Background: an optimization exercise with open tools, aiming at small area. Do not read the settings as production practice. The RTL was checked by simulation tests, not by an equivalence proof against the original design. Power and IR drop assume default switching activity.

`design/flow/flow/run.sh`:
```
#!/bin/bash
set -e
ARGS=(BUFFER_PORTS_ARGS="-buffer_cell sky130_fd_sc_hd__buf_1" RECOVER_POWER=100
      REMOVE_ABC_BUFFERS=1 SKIP_REPAIR_TIE_FANOUT=1
      CTS_ARGS="-sink_clustering_enable -repair_clock_nets -dont_use_dummy_load -buf_list {sky130_fd_sc_hd__clkbuf_2 sky130_fd_sc_hd__clkbuf_4}")
bash standard.sh synth > standard_synth.log 2>&1
DOWNSIZE_MAX_FANOUT=4 DOWNSIZE_ODB=orfs/results/sky130hd/PWM_Generator/base/1_synth.odb \
  openroad -no_init -exit flow/downsize.tcl > downsize.log 2>&1
bash standard.sh "${ARGS[@]}" finish > standard.log 2>&1
```
`design/flow/flow/downsize.tcl`:
```
# Resize every combinational cell with at most DOWNSIZE_MAX_FANOUT loads of the synthesized netlist to the smallest drive strength
# of its own cell family (same function and pins). Flip-flops keep their cell type. The
# later repair steps of the standard flow size up again whatever timing needs.
set odb $::env(DOWNSIZE_ODB)
read_db $odb
set db [ord::get_db]
set block [[$db getChip] getBlock]
set n 0
foreach inst [$block getInsts] {
  set m [$inst getMaster]
  set name [$m getName]
  if {![regexp {^(sky130_fd_sc_hd__)([a-z0-9]+)_([0-9]+)$} $name -> pre fam drive]} { continue }
  if {[string match "df*" $fam] || [string match "*buf*" $fam] || $fam eq "conb"} { continue }
  # keep the synthesized size of cells driving many loads
  set fanout 0
  foreach it [$inst getITerms] {
    if {[$it isOutputSignal]} {
      set net [$it getNet]
      if {$net ne "NULL"} { set fanout [expr {$fanout + [llength [$net getITerms]] - 1}] }
    }
  }
  if {$fanout > $::env(DOWNSIZE_MAX_FANOUT)} { continue }
  set best ""
  set best_area 1e9
  foreach d {0 1 2 4} {
    set cand [$db findMaster "${pre}${fam}_$d"]
    if {$cand eq "NULL"} { continue }
    set a [expr {[$cand getWidth] * [$cand getHeight]}]
    if {$a < $best_area} { set best $cand; set best_area $a }
  }
  if {$best ne "" && [$best getName] ne $name} {
    set cur_area [expr {[$m getWidth] * [$m getHeight]}]
    if {$best_area < $cur_area} {
      $inst swapMaster $best
      incr n
    }
  }
}
puts "downsized $n instances"
write_db $odb
```
`design/flow/standard.sh`:
```
#!/bin/bash
# synth_recipe.tcl (not shown) runs the flow's synth.tcl, then flattens the netlist and writes it again
# the make line also repeats each setting of config.mk as NAME=value (left out here)
make -C /OpenROAD-flow-scripts/flow DESIGN_CONFIG=/design/flow/config.mk WORK_HOME=/design/flow/orfs CLKGATE_MAP_FILE= SYNTH_SCRIPT=/design/flow/synth_recipe.tcl "${@:-finish}"
```
`design/flow/config.mk`:
```
export PLATFORM = sky130hd
export DESIGN_NAME = PWM_Generator
export DESIGN_NICKNAME = PWM_Generator
export VERILOG_FILES = /design/flow/design.v
export SDC_FILE = /design/flow/constraint.sdc
export NUM_CORES = 4
export LEC_CHECK = 0
export CAP_MARGIN = 20
export CORE_MARGIN = 2
export CORE_UTILIZATION = 40
export GPL_TIMING_DRIVEN = 0
export SLEW_MARGIN = 20
export SYNTH_HIERARCHICAL = 1
export SYNTH_MINIMUM_KEEP_SIZE = 0
```
`design/flow/constraint.sdc`:
```
create_clock -name core_clock -period 7.0 [get_ports {clk}]
set_input_delay 1.4000 -clock core_clock [delete_from_list [all_inputs] [get_ports {clk}]]
set_output_delay 1.4000 -clock core_clock [all_outputs]
set_load 0.01 [all_outputs]
```
`design/flow/design.v`:
```
module PWM_Generator (
	input clk,
	input rst,
	input [7:0] DUTY_CYCLE,
	input [15:0] ADC,
	input [9:0] PWM_PERIOD, DEAD_TIME,
	output reg PWM_UP, PWM_DOWN, Complete, ADC_Test
);
	reg [9:0] counter;
	reg [9:0] up_time_n;
	reg up_cin_n;
	reg lt;
	reg adc_gt;
	reg Fault;
	reg next_UP, next_DOWN;
	wire pp1 = ~(PWM_PERIOD[0] & DUTY_CYCLE[0]);
	wire pp2 = ~(PWM_PERIOD[0] & DUTY_CYCLE[1]);
	wire pp3 = ~(PWM_PERIOD[0] & DUTY_CYCLE[2]);
	wire pp4 = ~(PWM_PERIOD[0] & DUTY_CYCLE[3]);
	wire pp5 = ~(PWM_PERIOD[0] & DUTY_CYCLE[4]);
	wire pp6 = ~(PWM_PERIOD[0] & DUTY_CYCLE[5]);
	wire pp7 = ~(PWM_PERIOD[0] & DUTY_CYCLE[6]);
	wire pp8 = ~(PWM_PERIOD[0] & DUTY_CYCLE[7]);
	wire pp9 = ~(PWM_PERIOD[1] & DUTY_CYCLE[0]);
	wire pp10 = ~(PWM_PERIOD[1] & DUTY_CYCLE[1]);
	wire pp11 = ~(PWM_PERIOD[1] & DUTY_CYCLE[2]);
	wire pp12 = ~(PWM_PERIOD[1] & DUTY_CYCLE[3]);
	wire pp13 = ~(PWM_PERIOD[1] & DUTY_CYCLE[4]);
	wire pp14 = ~(PWM_PERIOD[1] & DUTY_CYCLE[5]);
	wire pp15 = ~(PWM_PERIOD[1] & DUTY_CYCLE[6]);
	wire pp16 = ~(PWM_PERIOD[1] & DUTY_CYCLE[7]);
	wire pp17 = ~(PWM_PERIOD[2] & DUTY_CYCLE[0]);
	wire pp18 = ~(PWM_PERIOD[2] & DUTY_CYCLE[1]);
	wire pp19 = ~(PWM_PERIOD[2] & DUTY_CYCLE[2]);
	wire pp20 = ~(PWM_PERIOD[2] & DUTY_CYCLE[3]);
	wire pp21 = ~(PWM_PERIOD[2] & DUTY_CYCLE[4]);
	wire pp22 = ~(PWM_PERIOD[2] & DUTY_CYCLE[5]);
	wire pp23 = ~(PWM_PERIOD[2] & DUTY_CYCLE[6]);
	wire pp24 = ~(PWM_PERIOD[2] & DUTY_CYCLE[7]);
	wire pp25 = ~(PWM_PERIOD[3] & DUTY_CYCLE[0]);
	wire pp26 = ~(PWM_PERIOD[3] & DUTY_CYCLE[1]);
	wire pp27 = ~(PWM_PERIOD[3] & DUTY_CYCLE[2]);
	wire pp28 = ~(PWM_PERIOD[3] & DUTY_CYCLE[3]);
	wire pp29 = ~(PWM_PERIOD[3] & DUTY_CYCLE[4]);
	wire pp30 = ~(PWM_PERIOD[3] & DUTY_CYCLE[5]);
	wire pp31 = ~(PWM_PERIOD[3] & DUTY_CYCLE[6]);
	wire pp32 = ~(PWM_PERIOD[3] & DUTY_CYCLE[7]);
	wire pp33 = ~(PWM_PERIOD[4] & DUTY_CYCLE[0]);
	wire pp34 = ~(PWM_PERIOD[4] & DUTY_CYCLE[1]);
	wire pp35 = ~(PWM_PERIOD[4] & DUTY_CYCLE[2]);
	wire pp36 = ~(PWM_PERIOD[4] & DUTY_CYCLE[3]);
	wire pp37 = ~(PWM_PERIOD[4] & DUTY_CYCLE[4]);
	wire pp38 = ~(PWM_PERIOD[4] & DUTY_CYCLE[5]);
	wire pp39 = ~(PWM_PERIOD[4] & DUTY_CYCLE[6]);
	wire pp40 = ~(PWM_PERIOD[4] & DUTY_CYCLE[7]);
	wire pp41 = ~(PWM_PERIOD[5] & DUTY_CYCLE[0]);
	wire pp42 = ~(PWM_PERIOD[5] & DUTY_CYCLE[1]);
	wire pp43 = ~(PWM_PERIOD[5] & DUTY_CYCLE[2]);
	wire pp44 = ~(PWM_PERIOD[5] & DUTY_CYCLE[3]);
	wire pp45 = ~(PWM_PERIOD[5] & DUTY_CYCLE[4]);
	wire pp46 = ~(PWM_PERIOD[5] & DUTY_CYCLE[5]);
	wire pp47 = ~(PWM_PERIOD[5] & DUTY_CYCLE[6]);
	wire pp48 = ~(PWM_PERIOD[5] & DUTY_CYCLE[7]);
	wire pp49 = ~(PWM_PERIOD[6] & DUTY_CYCLE[0]);
	wire pp50 = ~(PWM_PERIOD[6] & DUTY_CYCLE[1]);
	wire pp51 = ~(PWM_PERIOD[6] & DUTY_CYCLE[2]);
	wire pp52 = ~(PWM_PERIOD[6] & DUTY_CYCLE[3]);
	wire pp53 = ~(PWM_PERIOD[6] & DUTY_CYCLE[4]);
	wire pp54 = ~(PWM_PERIOD[6] & DUTY_CYCLE[5]);
	wire pp55 = ~(PWM_PERIOD[6] & DUTY_CYCLE[6]);
	wire pp56 = ~(PWM_PERIOD[6] & DUTY_CYCLE[7]);
	wire pp57 = ~(PWM_PERIOD[7] & DUTY_CYCLE[0]);
	wire pp58 = ~(PWM_PERIOD[7] & DUTY_CYCLE[1]);
	wire pp59 = ~(PWM_PERIOD[7] & DUTY_CYCLE[2]);
	wire pp60 = ~(PWM_PERIOD[7] & DUTY_CYCLE[3]);
	wire pp61 = ~(PWM_PERIOD[7] & DUTY_CYCLE[4]);
	wire pp62 = ~(PWM_PERIOD[7] & DUTY_CYCLE[5]);
	wire pp63 = ~(PWM_PERIOD[7] & DUTY_CYCLE[6]);
	wire pp64 = ~(PWM_PERIOD[7] & DUTY_CYCLE[7]);
	wire pp65 = ~(PWM_PERIOD[8] & DUTY_CYCLE[0]);
	wire pp66 = ~(PWM_PERIOD[8] & DUTY_CYCLE[1]);
	wire pp67 = ~(PWM_PERIOD[8] & DUTY_CYCLE[2]);
	wire pp68 = ~(PWM_PERIOD[8] & DUTY_CYCLE[3]);
	wire pp69 = ~(PWM_PERIOD[8] & DUTY_CYCLE[4]);
	wire pp70 = ~(PWM_PERIOD[8] & DUTY_CYCLE[5]);
	wire pp71 = ~(PWM_PERIOD[8] & DUTY_CYCLE[6]);
	wire pp72 = ~(PWM_PERIOD[8] & DUTY_CYCLE[7]);
	wire pp73 = ~(PWM_PERIOD[9] & DUTY_CYCLE[0]);
	wire pp74 = ~(PWM_PERIOD[9] & DUTY_CYCLE[1]);
	wire pp75 = ~(PWM_PERIOD[9] & DUTY_CYCLE[2]);
	wire pp76 = ~(PWM_PERIOD[9] & DUTY_CYCLE[3]);
	wire pp77 = ~(PWM_PERIOD[9] & DUTY_CYCLE[4]);
	wire pp78 = ~(PWM_PERIOD[9] & DUTY_CYCLE[5]);
	wire pp79 = ~(PWM_PERIOD[9] & DUTY_CYCLE[6]);
	wire pp80 = ~(PWM_PERIOD[9] & DUTY_CYCLE[7]);
	wire s81, c82;
	pwm_fa u_s81(.a(pp7), .b(pp14), .c(1'b1), .s(s81), .co(c82));
	wire s83, c84;
	pwm_fa u_s83(.a(pp8), .b(pp15), .c(pp22), .s(s83), .co(c84));
	wire s85, c86;
	pwm_fa u_s85(.a(pp29), .b(pp36), .c(1'b1), .s(s85), .co(c86));
	wire s87, c88;
	pwm_fa u_s87(.a(pp16), .b(pp23), .c(pp30), .s(s87), .co(c88));
	wire s89, c90;
	pwm_fa u_s89(.a(pp37), .b(pp44), .c(pp51), .s(s89), .co(c90));
	wire s91, c92;
	pwm_fa u_s91(.a(pp24), .b(pp31), .c(pp38), .s(s91), .co(c92));
	wire s93, c94;
	pwm_fa u_s93(.a(pp45), .b(pp52), .c(pp59), .s(s93), .co(c94));
	wire s95, c96;
	pwm_fa u_s95(.a(pp32), .b(pp39), .c(pp46), .s(s95), .co(c96));
	wire s97, c98;
	pwm_fa u_s97(.a(pp53), .b(pp60), .c(1'b1), .s(s97), .co(c98));
	wire s99, c100;
	pwm_fa u_s99(.a(pp40), .b(pp47), .c(pp54), .s(s99), .co(c100));
	wire s101, c102;
	pwm_fa u_s101(.a(pp5), .b(pp12), .c(1'b1), .s(s101), .co(c102));
	wire s103, c104;
	pwm_fa u_s103(.a(pp6), .b(pp13), .c(pp20), .s(s103), .co(c104));
	wire s105, c106;
	pwm_fa u_s105(.a(pp27), .b(pp34), .c(1'b1), .s(s105), .co(c106));
	wire s107, c108;
	pwm_fa u_s107(.a(s81), .b(pp21), .c(pp28), .s(s107), .co(c108));
	wire s109, c110;
	pwm_fa u_s109(.a(pp35), .b(pp42), .c(pp49), .s(s109), .co(c110));
	wire s111, c112;
	pwm_fa u_s111(.a(c82), .b(s83), .c(s85), .s(s111), .co(c112));
	wire s113, c114;
	pwm_fa u_s113(.a(pp43), .b(pp50), .c(pp57), .s(s113), .co(c114));
	wire s115, c116;
	pwm_fa u_s115(.a(c84), .b(c86), .c(s87), .s(s115), .co(c116));
	wire s117, c118;
	pwm_fa u_s117(.a(s89), .b(pp58), .c(pp65), .s(s117), .co(c118));
	wire s119, c120;
	pwm_fa u_s119(.a(c88), .b(c90), .c(s91), .s(s119), .co(c120));
	wire s121, c122;
	pwm_fa u_s121(.a(s93), .b(pp66), .c(pp73), .s(s121), .co(c122));
	wire s123, c124;
	pwm_fa u_s123(.a(c92), .b(c94), .c(s95), .s(s123), .co(c124));
	wire s125, c126;
	pwm_fa u_s125(.a(s97), .b(pp67), .c(pp74), .s(s125), .co(c126));
	wire s127, c128;
	pwm_fa u_s127(.a(c96), .b(c98), .c(s99), .s(s127), .co(c128));
	wire s129, c130;
	pwm_fa u_s129(.a(pp61), .b(pp68), .c(pp75), .s(s129), .co(c130));
	wire s131, c132;
	pwm_fa u_s131(.a(c100), .b(pp48), .c(pp55), .s(s131), .co(c132));
	wire s133, c134;
	pwm_fa u_s133(.a(pp62), .b(pp69), .c(pp76), .s(s133), .co(c134));
	wire s135, c136;
	pwm_fa u_s135(.a(pp56), .b(pp63), .c(pp70), .s(s135), .co(c136));
	wire s137, c138;
	pwm_fa u_s137(.a(pp4), .b(pp11), .c(1'b1), .s(s137), .co(c138));
	wire s139, c140;
	pwm_fa u_s139(.a(s101), .b(pp19), .c(pp26), .s(s139), .co(c140));
	wire s141, c142;
	pwm_fa u_s141(.a(c102), .b(s103), .c(s105), .s(s141), .co(c142));
	wire s143, c144;
	pwm_fa u_s143(.a(c104), .b(c106), .c(s107), .s(s143), .co(c144));
	wire s145, c146;
	pwm_fa u_s145(.a(c108), .b(c110), .c(s111), .s(s145), .co(c146));
	wire s147, c148;
	pwm_fa u_s147(.a(c112), .b(c114), .c(s115), .s(s147), .co(c148));
	wire s149, c150;
	pwm_fa u_s149(.a(c116), .b(c118), .c(s119), .s(s149), .co(c150));
	wire s151, c152;
	pwm_fa u_s151(.a(c120), .b(c122), .c(s123), .s(s151), .co(c152));
	wire s153, c154;
	pwm_fa u_s153(.a(c124), .b(c126), .c(s127), .s(s153), .co(c154));
	wire s155, c156;
	pwm_fa u_s155(.a(c128), .b(c130), .c(s131), .s(s155), .co(c156));
	wire s157, c158;
	pwm_fa u_s157(.a(c132), .b(c134), .c(s135), .s(s157), .co(c158));
	wire s159, c160;
	pwm_fa u_s159(.a(c136), .b(pp64), .c(pp71), .s(s159), .co(c160));
	wire s161, c162;
	pwm_fa u_s161(.a(pp3), .b(pp10), .c(1'b1), .s(s161), .co(c162));
	wire s163, c164;
	pwm_fa u_s163(.a(s137), .b(pp18), .c(pp25), .s(s163), .co(c164));
	wire s165, c166;
	pwm_fa u_s165(.a(c138), .b(s139), .c(pp33), .s(s165), .co(c166));
	wire s167, c168;
	pwm_fa u_s167(.a(c140), .b(s141), .c(pp41), .s(s167), .co(c168));
	wire s169, c170;
	pwm_fa u_s169(.a(c142), .b(s143), .c(s109), .s(s169), .co(c170));
	wire s171, c172;
	pwm_fa u_s171(.a(c144), .b(s145), .c(s113), .s(s171), .co(c172));
	wire s173, c174;
	pwm_fa u_s173(.a(c146), .b(s147), .c(s117), .s(s173), .co(c174));
	wire s175, c176;
	pwm_fa u_s175(.a(c148), .b(s149), .c(s121), .s(s175), .co(c176));
	wire s177, c178;
	pwm_fa u_s177(.a(c150), .b(s151), .c(s125), .s(s177), .co(c178));
	wire s179, c180;
	pwm_fa u_s179(.a(c152), .b(s153), .c(s129), .s(s179), .co(c180));
	wire s181, c182;
	pwm_fa u_s181(.a(c154), .b(s155), .c(s133), .s(s181), .co(c182));
	wire s183, c184;
	pwm_fa u_s183(.a(c156), .b(s157), .c(pp77), .s(s183), .co(c184));
	wire s185, c186;
	pwm_fa u_s185(.a(c158), .b(s159), .c(pp78), .s(s185), .co(c186));
	wire s187, c188;
	pwm_fa u_s187(.a(c160), .b(pp72), .c(pp79), .s(s187), .co(c188));
	wire g189 = ~pp2 & ~pp9;
	wire m190;
	pwm_maj u_m190(.a(s161), .b(pp17), .c(~g189), .y(m190));
	wire m191;
	pwm_maj u_m191(.a(c162), .b(s163), .c(m190), .y(m191));
	wire m192;
	pwm_maj u_m192(.a(c164), .b(s165), .c(m191), .y(m192));
	wire m193;
	pwm_maj u_m193(.a(c166), .b(s167), .c(m192), .y(m193));
	wire m194;
	pwm_maj u_m194(.a(c168), .b(s169), .c(m193), .y(m194));
	wire m195;
	pwm_maj u_m195(.a(c170), .b(s171), .c(m194), .y(m195));
	wire s196, c197;
	pwm_fa u_s196(.a(c172), .b(s173), .c(1'b1), .s(s196), .co(c197));
	wire s198, c199;
	pwm_fa u_s198(.a(c174), .b(s175), .c(c197), .s(s198), .co(c199));
	wire s200, c201;
	pwm_fa u_s200(.a(c176), .b(s177), .c(c199), .s(s200), .co(c201));
	wire s202, c203;
	pwm_fa u_s202(.a(c178), .b(s179), .c(c201), .s(s202), .co(c203));
	wire s204, c205;
	pwm_fa u_s204(.a(c180), .b(s181), .c(c203), .s(s204), .co(c205));
	wire s206, c207;
	pwm_fa u_s206(.a(c182), .b(s183), .c(c205), .s(s206), .co(c207));
	wire s208, c209;
	pwm_fa u_s208(.a(c184), .b(s185), .c(c207), .s(s208), .co(c209));
	wire s210, c211;
	pwm_fa u_s210(.a(c186), .b(s187), .c(c209), .s(s210), .co(c211));
	wire s212, c213;
	pwm_fa u_s212(.a(c188), .b(pp80), .c(c211), .s(s212), .co(c213));
	wire hs214 = counter[1] ^ counter[0];
	wire hc215 = counter[1] & counter[0];
	wire hs216 = counter[2] ^ hc215;
	wire hc217 = counter[2] & hc215;
	wire hs218 = counter[3] ^ hc217;
	wire hc219 = counter[3] & hc217;
	wire hs220 = counter[4] ^ hc219;
	wire hc221 = counter[4] & hc219;
	wire hs222 = counter[5] ^ hc221;
	wire hc223 = counter[5] & hc221;
	wire hs224 = counter[6] ^ hc223;
	wire hc225 = counter[6] & hc223;
	wire hs226 = counter[7] ^ hc225;
	wire hc227 = counter[7] & hc225;
	wire hs228 = counter[8] ^ hc227;
	wire hc229 = counter[8] & hc227;
	wire hs230 = counter[9] ^ hc229;
	wire hc231 = counter[9] & hc229;
	wire g232 = ~counter[0] | ~PWM_PERIOD[0];
	wire m233;
	pwm_maj u_m233(.a(hs214), .b(~PWM_PERIOD[1]), .c(g232), .y(m233));
	wire m234;
	pwm_maj u_m234(.a(hs216), .b(~PWM_PERIOD[2]), .c(m233), .y(m234));
	wire m235;
	pwm_maj u_m235(.a(hs218), .b(~PWM_PERIOD[3]), .c(m234), .y(m235));
	wire m236;
	pwm_maj u_m236(.a(hs220), .b(~PWM_PERIOD[4]), .c(m235), .y(m236));
	wire m237;
	pwm_maj u_m237(.a(hs222), .b(~PWM_PERIOD[5]), .c(m236), .y(m237));
	wire m238;
	pwm_maj u_m238(.a(hs224), .b(~PWM_PERIOD[6]), .c(m237), .y(m238));
	wire m239;
	pwm_maj u_m239(.a(hs226), .b(~PWM_PERIOD[7]), .c(m238), .y(m239));
	wire m240;
	pwm_maj u_m240(.a(hs228), .b(~PWM_PERIOD[8]), .c(m239), .y(m240));
	wire m241;
	pwm_maj u_m241(.a(hs230), .b(~PWM_PERIOD[9]), .c(m240), .y(m241));
	wire g242 = hc231 | m241;
	wire hs243 = DEAD_TIME[1] ^ up_time_n[0];
	wire hc244 = DEAD_TIME[1] & up_time_n[0];
	wire s245, c246;
	pwm_fa u_s245(.a(hs214), .b(DEAD_TIME[2]), .c(up_time_n[1]), .s(s245), .co(c246));
	wire s247, c248;
	pwm_fa u_s247(.a(hs216), .b(DEAD_TIME[3]), .c(up_time_n[2]), .s(s247), .co(c248));
	wire s249, c250;
	pwm_fa u_s249(.a(hs218), .b(DEAD_TIME[4]), .c(up_time_n[3]), .s(s249), .co(c250));
	wire s251, c252;
	pwm_fa u_s251(.a(hs220), .b(DEAD_TIME[5]), .c(up_time_n[4]), .s(s251), .co(c252));
	wire s253, c254;
	pwm_fa u_s253(.a(hs222), .b(DEAD_TIME[6]), .c(up_time_n[5]), .s(s253), .co(c254));
	wire s255, c256;
	pwm_fa u_s255(.a(hs224), .b(DEAD_TIME[7]), .c(up_time_n[6]), .s(s255), .co(c256));
	wire s257, c258;
	pwm_fa u_s257(.a(hs226), .b(DEAD_TIME[8]), .c(up_time_n[7]), .s(s257), .co(c258));
	wire s259, c260;
	pwm_fa u_s259(.a(hs228), .b(DEAD_TIME[9]), .c(up_time_n[8]), .s(s259), .co(c260));
	wire hs261 = hs230 ^ up_time_n[9];
	wire hc262 = hs230 & up_time_n[9];
	wire m263;
	pwm_maj u_m263(.a(~counter[0]), .b(hs243), .c(up_cin_n), .y(m263));
	wire m264;
	pwm_maj u_m264(.a(hc244), .b(s245), .c(m263), .y(m264));
	wire m265;
	pwm_maj u_m265(.a(c246), .b(s247), .c(m264), .y(m265));
	wire m266;
	pwm_maj u_m266(.a(c248), .b(s249), .c(m265), .y(m266));
	wire m267;
	pwm_maj u_m267(.a(c250), .b(s251), .c(m266), .y(m267));
	wire m268;
	pwm_maj u_m268(.a(c252), .b(s253), .c(m267), .y(m268));
	wire m269;
	pwm_maj u_m269(.a(c254), .b(s255), .c(m268), .y(m269));
	wire m270;
	pwm_maj u_m270(.a(c256), .b(s257), .c(m269), .y(m270));
	wire m271;
	pwm_maj u_m271(.a(c258), .b(s259), .c(m270), .y(m271));
	wire m272;
	pwm_maj u_m272(.a(c260), .b(hs261), .c(m271), .y(m272));
	wire g273 = hc262 | m272;
	wire m274;
	pwm_maj u_m274(.a(DEAD_TIME[1]), .b(up_time_n[0]), .c(up_cin_n), .y(m274));
	wire m275;
	pwm_maj u_m275(.a(DEAD_TIME[2]), .b(up_time_n[1]), .c(m274), .y(m275));
	wire m276;
	pwm_maj u_m276(.a(DEAD_TIME[3]), .b(up_time_n[2]), .c(m275), .y(m276));
	wire m277;
	pwm_maj u_m277(.a(DEAD_TIME[4]), .b(up_time_n[3]), .c(m276), .y(m277));
	wire m278;
	pwm_maj u_m278(.a(DEAD_TIME[5]), .b(up_time_n[4]), .c(m277), .y(m278));
	wire m279;
	pwm_maj u_m279(.a(DEAD_TIME[6]), .b(up_time_n[5]), .c(m278), .y(m279));
	wire m280;
	pwm_maj u_m280(.a(DEAD_TIME[7]), .b(up_time_n[6]), .c(m279), .y(m280));
	wire m281;
	pwm_maj u_m281(.a(DEAD_TIME[8]), .b(up_time_n[7]), .c(m280), .y(m281));
	wire m282;
	pwm_maj u_m282(.a(DEAD_TIME[9]), .b(up_time_n[8]), .c(m281), .y(m282));
	wire g283 = up_time_n[9] & m282;
	wire s284, c285;
	pwm_fa u_s284(.a(counter[0]), .b(~DEAD_TIME[1]), .c(1'b1), .s(s284), .co(c285));
	wire s286, c287;
	pwm_fa u_s286(.a(counter[1]), .b(~DEAD_TIME[2]), .c(c285), .s(s286), .co(c287));
	wire s288, c289;
	pwm_fa u_s288(.a(counter[2]), .b(~DEAD_TIME[3]), .c(c287), .s(s288), .co(c289));
	wire s290, c291;
	pwm_fa u_s290(.a(counter[3]), .b(~DEAD_TIME[4]), .c(c289), .s(s290), .co(c291));
	wire s292, c293;
	pwm_fa u_s292(.a(counter[4]), .b(~DEAD_TIME[5]), .c(c291), .s(s292), .co(c293));
	wire s294, c295;
	pwm_fa u_s294(.a(counter[5]), .b(~DEAD_TIME[6]), .c(c293), .s(s294), .co(c295));
	wire s296, c297;
	pwm_fa u_s296(.a(counter[6]), .b(~DEAD_TIME[7]), .c(c295), .s(s296), .co(c297));
	wire s298, c299;
	pwm_fa u_s298(.a(counter[7]), .b(~DEAD_TIME[8]), .c(c297), .s(s298), .co(c299));
	wire s300, c301;
	pwm_fa u_s300(.a(counter[8]), .b(~DEAD_TIME[9]), .c(c299), .s(s300), .co(c301));
	wire s302, c303;
	pwm_fa u_s302(.a(counter[9]), .b(c301), .c(1'b1), .s(s302), .co(c303));
	wire m304;
	pwm_maj u_m304(.a(s284), .b(up_time_n[0]), .c(up_cin_n), .y(m304));
	wire m305;
	pwm_maj u_m305(.a(s286), .b(up_time_n[1]), .c(m304), .y(m305));
	wire m306;
	pwm_maj u_m306(.a(s288), .b(up_time_n[2]), .c(m305), .y(m306));
	wire m307;
	pwm_maj u_m307(.a(s290), .b(up_time_n[3]), .c(m306), .y(m307));
	wire m308;
	pwm_maj u_m308(.a(s292), .b(up_time_n[4]), .c(m307), .y(m308));
	wire m309;
	pwm_maj u_m309(.a(s294), .b(up_time_n[5]), .c(m308), .y(m309));
	wire m310;
	pwm_maj u_m310(.a(s296), .b(up_time_n[6]), .c(m309), .y(m310));
	wire m311;
	pwm_maj u_m311(.a(s298), .b(up_time_n[7]), .c(m310), .y(m311));
	wire m312;
	pwm_maj u_m312(.a(s300), .b(up_time_n[8]), .c(m311), .y(m312));
	wire m313;
	pwm_maj u_m313(.a(s302), .b(up_time_n[9]), .c(m312), .y(m313));
	wire hs314 = DEAD_TIME[1] ^ ~PWM_PERIOD[0];
	wire hc315 = DEAD_TIME[1] & ~PWM_PERIOD[0];
	wire s316, c317;
	pwm_fa u_s316(.a(DEAD_TIME[2]), .b(~PWM_PERIOD[1]), .c(hc315), .s(s316), .co(c317));
	wire s318, c319;
	pwm_fa u_s318(.a(DEAD_TIME[3]), .b(~PWM_PERIOD[2]), .c(c317), .s(s318), .co(c319));
	wire s320, c321;
	pwm_fa u_s320(.a(DEAD_TIME[4]), .b(~PWM_PERIOD[3]), .c(c319), .s(s320), .co(c321));
	wire s322, c323;
	pwm_fa u_s322(.a(DEAD_TIME[5]), .b(~PWM_PERIOD[4]), .c(c321), .s(s322), .co(c323));
	wire s324, c325;
	pwm_fa u_s324(.a(DEAD_TIME[6]), .b(~PWM_PERIOD[5]), .c(c323), .s(s324), .co(c325));
	wire s326, c327;
	pwm_fa u_s326(.a(DEAD_TIME[7]), .b(~PWM_PERIOD[6]), .c(c325), .s(s326), .co(c327));
	wire s328, c329;
	pwm_fa u_s328(.a(DEAD_TIME[8]), .b(~PWM_PERIOD[7]), .c(c327), .s(s328), .co(c329));
	wire s330, c331;
	pwm_fa u_s330(.a(DEAD_TIME[9]), .b(~PWM_PERIOD[8]), .c(c329), .s(s330), .co(c331));
	wire hs332 = ~PWM_PERIOD[9] ^ c331;
	wire hc333 = ~PWM_PERIOD[9] & c331;
	wire g334 = counter[0] | hs314;
	wire m335;
	pwm_maj u_m335(.a(counter[1]), .b(s316), .c(g334), .y(m335));
	wire m336;
	pwm_maj u_m336(.a(counter[2]), .b(s318), .c(m335), .y(m336));
	wire m337;
	pwm_maj u_m337(.a(counter[3]), .b(s320), .c(m336), .y(m337));
	wire m338;
	pwm_maj u_m338(.a(counter[4]), .b(s322), .c(m337), .y(m338));
	wire m339;
	pwm_maj u_m339(.a(counter[5]), .b(s324), .c(m338), .y(m339));
	wire m340;
	pwm_maj u_m340(.a(counter[6]), .b(s326), .c(m339), .y(m340));
	wire m341;
	pwm_maj u_m341(.a(counter[7]), .b(s328), .c(m340), .y(m341));
	wire m342;
	pwm_maj u_m342(.a(counter[8]), .b(s330), .c(m341), .y(m342));
	wire m343;
	pwm_maj u_m343(.a(counter[9]), .b(hs332), .c(m342), .y(m343));
	wire g344 = ~hc333 & m343;
	wire [9:0] cinc = {hs230, hs228, hs226, hs224, hs222, hs220, hs218, hs216, hs214, ~counter[0]};
	wire [9:0] prod_n = {c213, s212, s210, s208, s206, s204, s202, s200, s198, s196};
	wire wrap = (|PWM_PERIOD) & ~(~g242);
	wire ge_h = c303;
	always @(posedge clk) begin
		if (rst) begin
			counter <= 10'd0;
			up_time_n <= 10'h3ff;
			up_cin_n <= 1'b1;
			lt <= 1'b0;
			adc_gt <= 1'b0;
			Fault <= 1'b0;
			next_UP <= 1'b0;
			next_DOWN <= 1'b0;
			PWM_UP <= 1'b0;
			PWM_DOWN <= 1'b0;
			Complete <= 1'b0;
			ADC_Test <= 1'b0;
		end else begin
			counter <= wrap ? 10'd0 : cinc;
			if (wrap) begin
				up_time_n <= prod_n;
				up_cin_n <= m195;
				adc_gt <= ADC > 16'd10;
			end
			lt <= wrap ? (~g283) : (~g273);
			next_UP <= lt & ge_h;
			next_DOWN <= ge_h & ~(~m313) & (~g344);
			if (!Fault) begin
				Complete <= wrap;
				ADC_Test <= adc_gt;
			end
			PWM_UP <= next_UP & ~Fault;
			PWM_DOWN <= next_DOWN & ~Fault;
			Fault <= Fault | (next_UP & next_DOWN);
		end
	end
endmodule
module pwm_fa(input a, input b, input c, output s, output co);
	assign s = a ^ b ^ c;
	assign co = (a & b) | (a & c) | (b & c);
endmodule
module pwm_maj(input a, input b, input c, output y);
	assign y = (a & b) | (a & c) | (b & c);
endmodule
```
==> impl_results.md <==
- Cell chosen for the clock root: clkbuf_4
- Leakage power of the design: 1.55 nW
- Number of antenna violations at the first check in global routing: 0
- Synth warnings: 7
- Die boundary width: 105 um
- Worst slew margin relative to its limit: 0.410
- I/O pin cnt: 50
- Number of port buffers: 48
- Netlist area before placement: 0.00407 mm^2
- Insertion delay to the later sink of the worst-skew pair: 330 ps
- Wirelength, routed: 8140 um
- Commonest non-fill, non-tap cells in the layout: nand2_1 (78), fa_1 (76), maj3_1 (53)
- Worst setup SP type: primary input
- CP arrival: 7010 ps
- Core box area: 0.00982 mm^2
- Post-synthesis to final-layout area growth: 8.43%
- Number of sinks handled by clock tree synthesis: 30
- Most used routing layer: met2
- Worst R2R Setup Slack: 1980 ps
- Post-Syn Instances: 384
- Peak fanout along the critical path: 10
- GR Util met3: 0.0243
- Vias per cell: 5.05
- Period Utilization, post-route: 0.973
- Iteration-0 DRC Markers: 75
- Number of cells traversed by the worst hold path: 1
- Tot GR Track Use: 0.166
- Endpoints failing hold: 0
- Nets: 562
- Deepest level of the CTS H-tree: 2
- FF-to-FF Start: counter[0]$_SDFF_PP0_
- Final instance area: 0.00441 mm^2
- Final Total Pwr: 0.678 mW
- TritonCTS buffer count: 5
- Residual antenna-violating net count after detailed routing: 0
- Die area: 0.0110 mm^2
- Largest net degree at the start of global routing: 42
- Transition time at the pin with the least slew margin: 886 ps
- Post-place setup slack: -974 ps
- Residual DRC: 0
- WL per Instance: 14.9 um
- Pre-Repair DR Iteration Count: 4
- CTS tree: yes
- Unrepaired setup endpoints after global routing: false
- Leading cell type in the layout, fill and taps excluded: nand2_1
- Worst Path Required: 7190 ps
- Routability congestion estimate: 0.787
- Starting utilization of the core area: 0.414
- Post-layout worst setup margin: 187 ps
- Setup fix buffers added after clock tree synthesis: 0
- Total power divided by cell area: 154 mW/mm^2
- Largest registers in the final layout: counter: 10 flops, up_time_n: 10 flops
- Global Route met2 Usage: 0.295
- Worst Hold Path EP: next_UP$_SDFF_PP0_
- CTS Hold Bufs: 0
- Max cap viols: 0
- Hold_ws: 478 ps
- Type of destination of the critical path: register
- Layout cells sized above 1: 0.0825
- Total congestion overflow after global routing: 0
- Placement-stage cell area: 0.00427 mm^2
- Placed wire-length estimate: 6590 um
- GR Util met1: 0.219
- Crit. Startpoint: PWM_PERIOD[1]
- Maximum buffer depth of the clock tree: 2
- Number of antenna diodes: 0
- Run status: complete, no violations
- Endpoint of the worst register-to-register path: adc_gt$_SDFFE_PP0P_
- Peak supply drop: 0.0000848 V
- Post-Route Skew: 22.1 ps
- Kind of critical path: in2reg
- Max-slew violation count: 0
- Total setup violations reported at the end of the flow: 0
- Vias after detailed routing: 2,753
- Wire length of the first global-routing pass: 14,600 um
- Floorplan row count: 36
- R2R depth: 13
- Vert. Die Dim: 105 um
- Vias in the first global route: 3,014
- Startpoint of the lowest-slack hold path: lt$_SDFF_PP0_
- Type of the most critical hold path: reg2reg
- Clock slew at reported path FFs: 100 ps
- Max Fclk: 147 MHz
- Post-Place Cells: 540
- Mean cell area of the mapped netlist: 10.6 um^2
- Non-filler cells in the finished layout: 545
- Final critical delay including setup and external delays: 6810 ps
cell type report:
cell class / instances / area (um^2)
Clock buffer: 5 / 37.5
Timing Repair Buffer: 48 / 243
Sequential cell: 30 / 601
Inverter: 22 / 82.6
Tap cell: 133 / 166
Fill cell: 985 / 5410
Multi-Input combinational cell: 307 / 3280
per-stage QoR:
step | TNS, ps | util
after floorplan | -293 | -
after global placement | -2300 | 0.435
final | 0 | 0.449
after global routing | 0 | 0.449
after CTS | 0 | 0.445
after detailed placement | -2590 | 0.435
critical path, cell delays in order:
cell and delay (ps):
buf_6 130, nand2_2 60, fa_1 550, fa_1 460, fa_1 520, fa_1 500, fa_2 350, fa_2 340
fa_2 340, fa_2 340, fa_2 340, fa_2 340, fa_2 340, fa_2 350, fa_1 450, nor2_1 100
mux2i_1 80
metal layers:
| layer | up-vias | wire, um |
|---|---|---|
| li1 | 1290 | - |
| met1 | 1408 | 3620 |
| met5 | - | 0 |
| met4 | 0 | 48 |
| met2 | 51 | 4220 |
| met3 | 4 | 253 |
repair_timing:
action,4_1_cts,5_1_grt
resized for setup,29,12
endpoints found under the setup margin,3,2
pin swaps,2,5
how the worst max path moves through the flow:
stage                                 to  cells after the start
6_report       up_time_n[8]$_SDFFE_PP1P_                     17
5_1_grt        up_time_n[8]$_SDFFE_PP1P_                     17
4_1_cts        up_time_n[8]$_SDFFE_PP1P_                     17
3_5_place_dp   up_time_n[8]$_SDFFE_PP1P_                     17
3_3_place_gp   up_time_n[8]$_SDFFE_PP1P_                     17
2_1_floorplan  up_time_n[8]$_SDFFE_PP1P_                     16
power by group:
group / internal [mW] / switching [mW]
sequential: 0.173 / 0.00263
clock: 0.0335 / 0.0569
combinational: 0.203 / 0.210

[re-timing with driven ports]
No port has a modelled driver above. Below, the same layout with a new extraction and two added sets of constraints. Step 1 (the two cells are an assumption about what drives the block):
set clk [get_ports {clk}]
set_driving_cell -lib_cell sky130_fd_sc_hd__clkbuf_16 $clk
set_driving_cell -lib_cell sky130_fd_sc_hd__buf_2 [delete_from_list [all_inputs] $clk]
Step 2 moves the port delays by t, midway between the first and last clock arrival at a register: inputs arrive t later, outputs are due t later. That takes back most of the time a late clock gives input paths. Slacks: ideal ports / drivers / drivers and shift; pairs: ideal ports / drivers.
shift t [ns]: 0.345
setup WS [ns]: 0.187 / 0.175 / -0.169
clock arrival spread, ns: 0.023 / 0.023
Met with ideal ports but missed after step 2: setup timing in this run. For this run, drivers alone change the setup slack by -0.012 ns; drivers and shift together by -0.356 ns.
